From an optimization exercise on the open Yosys and OpenROAD flow, aimed at small area; shortcuts taken in it are not production practice. The RTL was checked by simulation tests, not by an equivalence proof against the original design.

// top_module
module top_module #(parameter N = 31, M = 31) (
  input signed [N:0] a, input signed [N:0] b, input signed [N:0] p, input signed [N:0] q,
  input clk, input rst, rst1,
  output signed [N:0] af, output signed [N:0] bf, output signed [N:0] pf, output signed [N:0] qf,
  output [M:0] output_angle_vec, output [M:0] output_angle_rot);
clock: 8.0 ns
lec_check: 0
cap_margin: 20
core_margin: 2
core_utilization: 55
place_density: 0.7
slew_margin: 20
synth_hierarchical: 1
standard.sh (not shown) runs the stock make flow with config.mk's settings and CLKGATE_MAP_FILE= SYNTH_SCRIPT=/design/flow/synth_recipe.tcl, a recipe that flattens the netlist after the stock synthesis.
==> flow/flow/run.sh <==
#!/bin/bash
# Own flow: the standard layout (standard.sh, unchanged synthesis and steps), with
#  - port buffers made from the smallest buffer cell instead of clkdlybuf4s50_1, and
#  - the clock tree built without dummy loads and with larger leaf clusters.
# Every ORFS step writes its full log under orfs/logs/; this script's own output goes to
# run_flow.log in the work folder.
set -euo pipefail
exec > >(tee -a run_flow.log) 2>&1
export BUFFER_PORTS_ARGS="-buffer_cell sky130_fd_sc_hd__buf_1"
export CTS_ARGS="-sink_clustering_enable -repair_clock_nets -dont_use_dummy_load -buf_list sky130_fd_sc_hd__clkbuf_8 -sink_clustering_size 16 -sink_clustering_max_diameter 60"
bash standard.sh
Then changed:
--- a/flow/flow/run.sh
+++ b/flow/flow/run.sh
@@ -8,4 +8,4 @@
 exec > >(tee -a run_flow.log) 2>&1
 export BUFFER_PORTS_ARGS="-buffer_cell sky130_fd_sc_hd__buf_1"
-export CTS_ARGS="-sink_clustering_enable -repair_clock_nets -dont_use_dummy_load -buf_list sky130_fd_sc_hd__clkbuf_8 -sink_clustering_size 16 -sink_clustering_max_diameter 60"
+export CTS_ARGS="-sink_clustering_enable -repair_clock_nets -dont_use_dummy_load -buf_list sky130_fd_sc_hd__clkbuf_16 -sink_clustering_size 24 -sink_clustering_max_diameter 80"
 bash standard.sh
- CORE_UTILIZATION: 55 -> 40
- PLACE_DENSITY: 0.7 -> 0.6
Core utilization went down by 15 points.
Synthesized area stays the same.
Final area went up by 1.9%.
Clock skew fell by 83 ps.
Global-route usage is lower by 6.4 points.
Routed wire length came out lower by 0.68%.
Then changed:
- CORE_UTILIZATION: 40 -> 55
- PLACE_DENSITY: 0.6 -> 0.7
- The changed run ran to the end with no violations
- clock-buffer cell count goes down by 1
- hold slack is about the same
- utilization goes up by 16 points
- area after synthesis is unchanged
Then changed:
--- a/flow/flow/run.sh
+++ b/flow/flow/run.sh
@@ -8,4 +8,4 @@
 exec > >(tee -a run_flow.log) 2>&1
 export BUFFER_PORTS_ARGS="-buffer_cell sky130_fd_sc_hd__buf_1"
-export CTS_ARGS="-sink_clustering_enable -repair_clock_nets -dont_use_dummy_load -buf_list sky130_fd_sc_hd__clkbuf_16 -sink_clustering_size 24 -sink_clustering_max_diameter 80"
+export CTS_ARGS="-sink_clustering_enable -repair_clock_nets -dont_use_dummy_load -buf_list sky130_fd_sc_hd__clkbuf_8 -sink_clustering_size 16 -sink_clustering_max_diameter 60"
 bash standard.sh
- CORE_UTILIZATION: 55 -> 40
- PLACE_DENSITY: 0.7 -> 0.6
=>
- die area is higher by well over a third
- final area is higher slightly
- first-iteration DRC count is lower by about a fifth

---

Another version of the RTL of top_module (not shown whole).
Size: roughly 13000 cells after synthesis, about 2700 flip-flops, about 160000 µm² of cells after synthesis.
Settings: LEC_CHECK=0, CAP_MARGIN=20, CORE_MARGIN=2, CORE_UTILIZATION=40, PLACE_DENSITY=0.6, SLEW_MARGIN=20, SYNTH_HIERARCHICAL=1; clock period 8.0 ns.
==> flow/flow/run.sh <==
#!/bin/bash
# Own flow: the standard layout (standard.sh, unchanged synthesis and steps), with
#  - port buffers made from the smallest buffer cell instead of clkdlybuf4s50_1, and
#  - the clock tree built without dummy loads and with larger leaf clusters.
# Every ORFS step writes its full log under orfs/logs/; this script's own output goes to
# run_flow.log in the work folder.
set -euo pipefail
exec > >(tee -a run_flow.log) 2>&1
export BUFFER_PORTS_ARGS="-buffer_cell sky130_fd_sc_hd__buf_1"
export CTS_ARGS="-sink_clustering_enable -repair_clock_nets -dont_use_dummy_load -buf_list sky130_fd_sc_hd__clkbuf_16 -sink_clustering_size 24 -sink_clustering_max_diameter 80"
bash standard.sh
The baseline passed the timing, design-rule and antenna checks.
==> next run, changes <==
--- a/flow/flow/run.sh
+++ b/flow/flow/run.sh
@@ -9,3 +9,4 @@
 export BUFFER_PORTS_ARGS="-buffer_cell sky130_fd_sc_hd__buf_1"
-export CTS_ARGS="-sink_clustering_enable -repair_clock_nets -dont_use_dummy_load -buf_list sky130_fd_sc_hd__clkbuf_16 -sink_clustering_size 24 -sink_clustering_max_diameter 80"
+export CTS_ARGS="-sink_clustering_enable -repair_clock_nets -dont_use_dummy_load -buf_list sky130_fd_sc_hd__clkbuf_16 -sink_clustering_size 30 -sink_clustering_max_diameter 100"
+export RECOVER_POWER=100
 bash standard.sh
Result: Now the flow produced a layout that fails on capacitance limit, slew limit. Worst setup slack gets worse by 0.0083 ns. Wire length came out lower slightly. Fmax stays flat. Final cell count hardly moves. Worst hold slack gets better by 0.033 ns.
==> next run, changes <==
--- a/flow/flow/run.sh
+++ b/flow/flow/run.sh
@@ -9,4 +9,3 @@
 export BUFFER_PORTS_ARGS="-buffer_cell sky130_fd_sc_hd__buf_1"
-export CTS_ARGS="-sink_clustering_enable -repair_clock_nets -dont_use_dummy_load -buf_list sky130_fd_sc_hd__clkbuf_16 -sink_clustering_size 30 -sink_clustering_max_diameter 100"
-export RECOVER_POWER=100
+export CTS_ARGS="-sink_clustering_enable -repair_clock_nets -dont_use_dummy_load -buf_list sky130_fd_sc_hd__clkbuf_16 -sink_clustering_size 24 -sink_clustering_max_diameter 80"
 bash standard.sh
- GPL_TIMING_DRIVEN: not set -> 0
The new run went through all stages and came out clean.
Design area rose by 1.2%.
Critical path depth fell by 1.
Wire length rose by 3.8%.
Flip-flop and latch count does not change.
Maximum frequency fell by 1.1%.
Synthesized area is unchanged.

---

top_module, a different RTL version from the one above (not shown whole).
Size in the first run: ~15000 cells after synthesis, ~2700 flip-flops, roughly 320 I/O pins.
## top_module
module top_module #(parameter N = 31, M = 31) (
  input signed [N:0] a, input signed [N:0] b, input signed [N:0] p, input signed [N:0] q,
  input clk, input rst, rst1,
  output signed [N:0] af, output signed [N:0] bf, output signed [N:0] pf, output signed [N:0] qf,
  output [M:0] output_angle_vec, output [M:0] output_angle_rot);
==> flow/config.mk <==
export PLATFORM = sky130hd
export DESIGN_NAME = top_module
export DESIGN_NICKNAME = top_module
export VERILOG_FILES = /design/flow/design.v
export SDC_FILE = /design/flow/constraint.sdc
export NUM_CORES = 4
export LEC_CHECK = 0
export CAP_MARGIN = 20
export CORE_MARGIN = 2
export CORE_UTILIZATION = 40
export GPL_TIMING_DRIVEN = 0
export PLACE_DENSITY = 0.6
export SLEW_MARGIN = 20
export SYNTH_HIERARCHICAL = 1
==> flow/constraint.sdc <==
create_clock -name core_clock -period 8.0 [get_ports {clk}]
set_input_delay 1.6000 -clock core_clock [delete_from_list [all_inputs] [get_ports {clk}]]
set_output_delay 1.6000 -clock core_clock [all_outputs]
set_load 0.01 [all_outputs]
==> flow/flow/run.sh <==
#!/bin/bash
# Own flow: the standard layout (standard.sh, unchanged synthesis and steps), with
#  - port buffers made from the smallest buffer cell instead of clkdlybuf4s50_1, and
#  - the clock tree built without dummy loads and with larger leaf clusters.
# Every ORFS step writes its full log under orfs/logs/; this script's own output goes to
# run_flow.log in the work folder.
set -euo pipefail
exec > >(tee -a run_flow.log) 2>&1
export BUFFER_PORTS_ARGS="-buffer_cell sky130_fd_sc_hd__buf_1"
export CTS_ARGS="-sink_clustering_enable -repair_clock_nets -dont_use_dummy_load -buf_list sky130_fd_sc_hd__clkbuf_16 -sink_clustering_size 24 -sink_clustering_max_diameter 80"
bash standard.sh
The baseline finished clean.
Next try:
GPL_TIMING_DRIVEN = default   (was 0)
Outcome:
- The new run completed with no timing, DRC or antenna violations
- worst setup slack improved by 0.19 ns
- core utilization came out lower by 0.39 points
- area after synthesis stays the same
- register-to-register slack improves by 0.19 ns
- synthesized cell count stays the same
- die area is unchanged
- cell area goes down by 0.85%
- flip-flop and latch count does not change
- critical path depth came out lower by 17
- non-clock buffer count grows by 127

-- separate check: timing with driven ports --
The results above use ideal ports. As a check the final layouts listed here were re-extracted and re-timed, cells and wires unchanged. Step 1: set_driving_cell puts a clkbuf_16 on clk and a buf_2 on each other input, an assumption about the parent block. Step 2 moves the port delays by t, midway between the first and last clock arrival at a register: inputs arrive t later, outputs are due t later. That takes back most of the time a late clock gives input paths. Slacks: ideal ports / drivers / drivers and shift; pairs: ideal ports / drivers.
run	shift t [ns]	setup WS [ns]	pins driven straight from the clock port
the first run of note 1	1.098	0.246 / 0.246 / 0.246	1
the second run of note 1	0.944	0.362 / 0.362 / 0.362	1
the third run of note 1	0.923	0.174 / 0.174 / 0.174	1
the fourth run of note 1	1.150	0.332 / 0.332 / 0.332	1
the first run of note 2	0.957	0.268 / 0.268 / 0.268	1
the second run of note 2	1.000	0.259 / 0.259 / -0.176	1
the third run of note 2	0.941	0.172 / 0.172 / -0.383	1
the first run of note 3	0.968	0.227 / 0.227 / -0.527	1
the second run of note 3	0.972	0.416 / 0.416 / -0.169	1
The setup slack of the first run of note 3, which loses most, moves by 0.000 ns with the drivers and by -0.754 ns with both steps.
